Source: an optimization exercise on an open RTL-to-GDS flow (aim: small area and a short achievable clock period). Production flows keep margins and buffers that such runs may drop.
Where RTL was checked, it was by simulation tests only, not by an equivalence proof against the original.

==> trial 76: inputs <==
==> flow/design.v <==
`timescale 1ns / 100ps
`timescale 1ns / 100ps
`timescale 1ns / 100ps
`timescale 1ns / 100ps
`timescale 1ns / 100ps
`timescale 1ns / 100ps
`timescale 1ns / 100ps
`timescale 1ns / 100ps
`timescale 1ns / 100ps
`timescale 1ns / 100ps
`timescale 1ns / 100ps
`timescale 1ns / 100ps
module M216A_TopModule(
    input           clk_i,
    input           rst_i,
    input  [4 : 0]  width_i,
    input  [4 : 0]  height_i,
    output [7 : 0]  index_x_o,
    output [7 : 0]  index_y_o,
    output [3 : 0]  strike_o
);
    reg  [1:0] ph;
    reg  [1:0] warm;           
    reg  [3:0] h_q;            
    reg  [3:0] w_q;            
    reg  [6:0] min_q;
    reg  [1:0] idx_q;
    reg  [6:0] x_q;
    reg  [6:0] y_q;
    reg        s_q;
    reg  [3:0] cnt_q;
    wire [6:0] occ [1:13];
    wire ph0 = (ph == 2'd0);
    wire live = ph0 && warm[1];
    function [3:0] cand;
        input [3:0] h;
        input [1:0] j;
        begin
            cand = 4'd0;
            case (h)
                4'd4:  cand = (j == 2'd0) ? 4'd10 : (j == 2'd1) ? 4'd8 : 4'd0;
                4'd5:  cand = (j == 2'd0) ? 4'd8  : (j == 2'd1) ? 4'd6 : 4'd0;
                4'd6:  cand = (j == 2'd0) ? 4'd6  : (j == 2'd1) ? 4'd4 : 4'd0;
                4'd7:  cand = (j == 2'd0) ? 4'd4  : (j == 2'd1) ? 4'd1 : 4'd2;
                4'd8:  cand = (j == 2'd0) ? 4'd1  : (j == 2'd1) ? 4'd2 : 4'd3;
                4'd9:  cand = (j == 2'd0) ? 4'd3  : (j == 2'd1) ? 4'd5 : 4'd0;
                4'd10: cand = (j == 2'd0) ? 4'd5  : (j == 2'd1) ? 4'd7 : 4'd0;
                4'd11: cand = (j == 2'd0) ? 4'd7  : (j == 2'd1) ? 4'd9 : 4'd0;
                4'd12: cand = (j == 2'd0) ? 4'd9  : 4'd0;
                default: cand = (j == 2'd0) ? 4'd13 : (j == 2'd1) ? 4'd12 : 4'd11;
            endcase
        end
    endfunction
    function [6:0] ystart;
        input [3:0] id;
        begin
            case (id)
                4'd2:  ystart = 7'd8;
                4'd3:  ystart = 7'd16;
                4'd4:  ystart = 7'd25;
                4'd5:  ystart = 7'd32;
                4'd6:  ystart = 7'd42;
                4'd7:  ystart = 7'd48;
                4'd8:  ystart = 7'd59;
                4'd9:  ystart = 7'd64;
                4'd10: ystart = 7'd76;
                4'd11: ystart = 7'd80;
                4'd12: ystart = 7'd96;
                4'd13: ystart = 7'd112;
                default: ystart = 7'd0;
            endcase
        end
    endfunction
    wire [1:0] rj = ph - 2'd1;
    wire [3:0] rid = cand(h_q, rj);
    reg  [6:0] rd;
    integer i;
    always @(*) begin
        rd = 7'd0;
        for (i = 1; i <= 13; i = i + 1)
            if (rid == i) rd = occ[i];
    end
    wire upd = (ph == 2'd1) || ((rid != 4'd0) && (rd < min_q));
    wire [3:0] win_id = cand(h_q, idx_q);
    wire [4:0] w5 = {(w_q == 4'd0), w_q};
    wire [7:0] sum = {1'b0, min_q} + {3'b000, w5};
    wire strike = (sum > 8'd128);
    wire [6:0] nocc = sum[6:0] | {7{sum[7]}};
    always @(posedge clk_i) begin
        if (rst_i) begin
            ph <= 2'd0;
            warm <= 2'd0;
            x_q <= 7'd0;
            y_q <= 7'd0;
            s_q <= 1'b0;
            cnt_q <= 4'd0;
        end else begin
            ph <= ph + 2'd1;
            if (ph0 && !warm[1]) warm <= warm + 2'd1;
            if (live) begin
                x_q <= strike ? 7'd0 : min_q;
                y_q <= strike ? 7'd0 : ystart(win_id);
                s_q <= strike;
                if (strike) cnt_q <= cnt_q + 4'd1;
            end
        end
    end
    always @(posedge clk_i) begin
        if (ph0) begin
            h_q <= height_i[3:0];
            w_q <= width_i[3:0];
        end
        if (ph != 2'd0 && upd) begin
            min_q <= rd;
            idx_q <= rj;
        end
    end
    genvar g;
    generate
        for (g = 1; g <= 13; g = g + 1) begin : strip
            reg [6:0] v;
            always @(posedge clk_i) begin
                if (rst_i)
                    v <= 7'd0;
                else if (live && !strike && win_id == g)
                    v <= nocc;
            end
            assign occ[g] = v;
        end
    endgenerate
    assign index_x_o = {s_q, x_q};
    assign index_y_o = {s_q, y_q};
    assign strike_o  = cnt_q;
endmodule
==> flow/run.sh <==
#!/bin/bash
# synth_recipe.tcl (not shown) runs the flow's synth.tcl, then flattens the netlist and writes it again
# the make line also repeats each setting of config.mk as NAME=value (left out here)
make -C /OpenROAD-flow-scripts/flow DESIGN_CONFIG=/design/flow/config.mk WORK_HOME=/design/flow/orfs CLKGATE_MAP_FILE= SYNTH_SCRIPT=/design/flow/synth_recipe.tcl finish
==> flow/config.mk <==
export PLATFORM = sky130hd
export DESIGN_NAME = M216A_TopModule
export DESIGN_NICKNAME = M216A_TopModule
export VERILOG_FILES = /design/flow/design.v
export SDC_FILE = /design/flow/constraint.sdc
export NUM_CORES = 4
export LEC_CHECK = 0
export CAP_MARGIN = 20
export CORE_MARGIN = 2
export CORE_UTILIZATION = 40
export SLEW_MARGIN = 20
==> flow/constraint.sdc <==
create_clock -name core_clock -period 3.3 [get_ports {clk_i}]
set_input_delay 0.6600 -clock core_clock [delete_from_list [all_inputs] [get_ports {clk_i}]]
set_output_delay 0.6600 -clock core_clock [all_outputs]
set_load 0.01 [all_outputs]
==> build 54: changes against trial 76 <==
==> flow/design.v (replaced) <==
`timescale 1ns / 100ps
`timescale 1ns / 100ps
`timescale 1ns / 100ps
`timescale 1ns / 100ps
`timescale 1ns / 100ps
`timescale 1ns / 100ps
`timescale 1ns / 100ps
`timescale 1ns / 100ps
`timescale 1ns / 100ps
`timescale 1ns / 100ps
`timescale 1ns / 100ps
`timescale 1ns / 100ps
module M216A_TopModule(
    input           clk_i,
    input           rst_i,
    input  [4 : 0]  width_i,
    input  [4 : 0]  height_i,
    output [7 : 0]  index_x_o,
    output [7 : 0]  index_y_o,
    output [3 : 0]  strike_o
);
    reg  [1:0] ph;
    reg  [1:0] warm;           
    reg        clr;            
    reg  [3:0] h_q;            
    reg  [3:0] w_q;            
    reg  [6:0] a_q, b_q, c_q;
    reg        pb_q, pc_q;
    reg  [7:0] sum_q;
    reg  [6:0] x_q;
    reg  [6:0] y_q;
    reg        s_q;
    reg  [3:0] cnt_q;
    wire [6:0] occ [1:13];
    wire ph0  = (ph == 2'd0);
    wire live = ph0 & warm[1];
    wire nrst = ~rst_i;
    wire k4  = (h_q == 4'd4);
    wire k5  = (h_q == 4'd5);
    wire k6  = (h_q == 4'd6);
    wire k7  = (h_q == 4'd7);
    wire k8  = (h_q == 4'd8);
    wire k9  = (h_q == 4'd9);
    wire k10 = (h_q == 4'd10);
    wire k11 = (h_q == 4'd11);
    wire k12 = (h_q == 4'd12);
    wire k13 = ~(k4 | k5 | k6 | k7 | k8 | k9 | k10 | k11 | k12);
    wire [12:0] sel0 = {k13, 1'b0, 1'b0, k4, k12, k5, k11, k6, k10, k7, k9, 1'b0, k8};
    wire [12:0] sel1 = {1'b0, k13, 1'b0, 1'b0, k11, k4, k10, k5, k9, k6, 1'b0, k8, k7};
    wire [12:0] sel2 = {1'b0, 1'b0, k13, 1'b0, 1'b0, 1'b0, 1'b0, 1'b0, 1'b0, 1'b0, k8, k7, 1'b0};
    wire has1 = ~k12;
    wire has2 = k7 | k8 | k13;
    wire [12:0] won = (sel0 & {13{~pb_q & ~pc_q}}) | (sel1 & {13{pb_q}}) | (sel2 & {13{pc_q}});
    wire [6:0] ys [1:13];
    assign ys[1]  = 7'd0;
    assign ys[2]  = 7'd8;
    assign ys[3]  = 7'd16;
    assign ys[4]  = 7'd25;
    assign ys[5]  = 7'd32;
    assign ys[6]  = 7'd42;
    assign ys[7]  = 7'd48;
    assign ys[8]  = 7'd59;
    assign ys[9]  = 7'd64;
    assign ys[10] = 7'd76;
    assign ys[11] = 7'd80;
    assign ys[12] = 7'd96;
    assign ys[13] = 7'd112;
    reg  [6:0] rd0, rd1, rd2, ywin;
    integer i;
    always @(*) begin
        rd0 = 7'd0;
        rd1 = 7'd0;
        rd2 = 7'd0;
        ywin = 7'd0;
        for (i = 1; i <= 13; i = i + 1) begin
            rd0 = rd0 | (occ[i] & {7{sel0[i-1]}});
            rd1 = rd1 | (occ[i] & {7{sel1[i-1]}});
            rd2 = rd2 | (occ[i] & {7{sel2[i-1]}});
            ywin = ywin | (ys[i] & {7{won[i-1]}});
        end
    end
    function lt7;
        input [6:0] a;
        input [6:0] b;
        integer k;
        reg r;
        begin
            r = 1'b0;
            for (k = 0; k < 7; k = k + 1)
                r = (~a[k] & b[k]) | ((~a[k] | b[k]) & r);
            lt7 = r;
        end
    endfunction
    wire pc_d = has2 & lt7(c_q, a_q) & lt7(c_q, b_q);
    wire pb_d = has1 & lt7(b_q, a_q) & ~pc_d;
    wire [6:0] mn = pc_q ? c_q : pb_q ? b_q : a_q;
    wire [4:0] w5 = {(w_q == 4'd0), w_q};
    wire strike = sum_q[7] & (sum_q[6:0] != 7'd0);
    wire [6:0] nocc_r = (sum_q[6:0] | {7{sum_q[7]}}) & {7{~clr}};
    wire ld_out = rst_i | live;
    wire keep   = nrst & ~strike;
    always @(posedge clk_i) begin
        a_q <= rd0;
        b_q <= rd1;
        c_q <= rd2;
        pb_q <= pb_d;
        pc_q <= pc_d;
        sum_q <= {1'b0, mn} + {3'b000, w5};
        ph <= (ph + 2'd1) & {2{nrst}};
        if (rst_i | (ph0 & ~warm[1]))
            warm <= (warm + 2'd1) & {2{nrst}};
        clr <= rst_i | ~warm[1];
        if (ld_out) begin
            x_q <= mn & {7{keep}};
            y_q <= ywin & {7{keep}};
            s_q <= strike & nrst;
        end
        if (rst_i | (live & strike))
            cnt_q <= (cnt_q + 4'd1) & {4{nrst}};
        if (ph0) begin
            h_q <= height_i[3:0];
            w_q <= width_i[3:0];
        end
    end
    genvar g;
    generate
        for (g = 1; g <= 13; g = g + 1) begin : strip
            reg [6:0] v;
            always @(posedge clk_i)
                if (clr | (live & ~strike & won[g-1]))
                    v <= nocc_r;
            assign occ[g] = v;
        end
    endgenerate
    assign index_x_o = {s_q, x_q};
    assign index_y_o = {s_q, y_q};
    assign strike_o  = cnt_q;
endmodule
Settings changed: ABC_AREA from default to 1, CTS_BUF_LIST from default to sky130_fd_sc_hd__clkbuf_4 sky130_fd_sc_hd__clkbuf_8, CTS_CLUSTER_SIZE from default to 30, SETUP_SLACK_MARGIN from default to 1.7, TNS_END_PERCENT from default to 0.
==> out/qor_table.md <==
| Parameter | Value |
| --- | --- |
| Status | failed layout checks |
| Failing Checks | negative setup slack |
| Vias after detailed routing | 5,987 |
| Post-route worst setup slack | -0.6387 ns |
| Number of endpoints failing setup at the final stage | 9 |
-- figures above: trial 76

==> out/qor_table.md <==
| Parameter | Value |
| --- | --- |
| Critical Setup Path Class | reg2reg |
| Largest registers in the final layout | strip.v: 91 flops, sum_q: 8 flops |
| Vias after detailed routing | 5,048 |
| Status | no timing/DRC/antenna violations |
| CP endpoint | strip[4].v[2] |
| Post-route worst setup slack | 1.398 ns |
-- figures above: build 54

Only the layout flow was run in build 54; the RTL was not checked for function there.

-- re-timing with driven ports --
The flow's constraints put no driver on any port. The routed layouts listed below were extracted and timed again, unchanged, in two steps. Step 1, drivers: a clkbuf_16 drives clk_i and a buf_2 each remaining input, both assumed. Step 2 also shifts input and output timing later by t, the mid clock arrival at the registers, as if the neighbouring blocks saw the same clock. a / b / c = ideal / step 1 / step 2; a / b = the first two.
run	t (ns)	setup WS [ns]	worst setup path at the end
trial 76	0.459	-0.639 / -0.639 / -0.639	register to register
build 54	0.485	1.398 / 1.398 / 0.980	input to register
The setup slack of build 54, which loses most, moves by 0.000 ns with the drivers and by -0.418 ns with both steps.
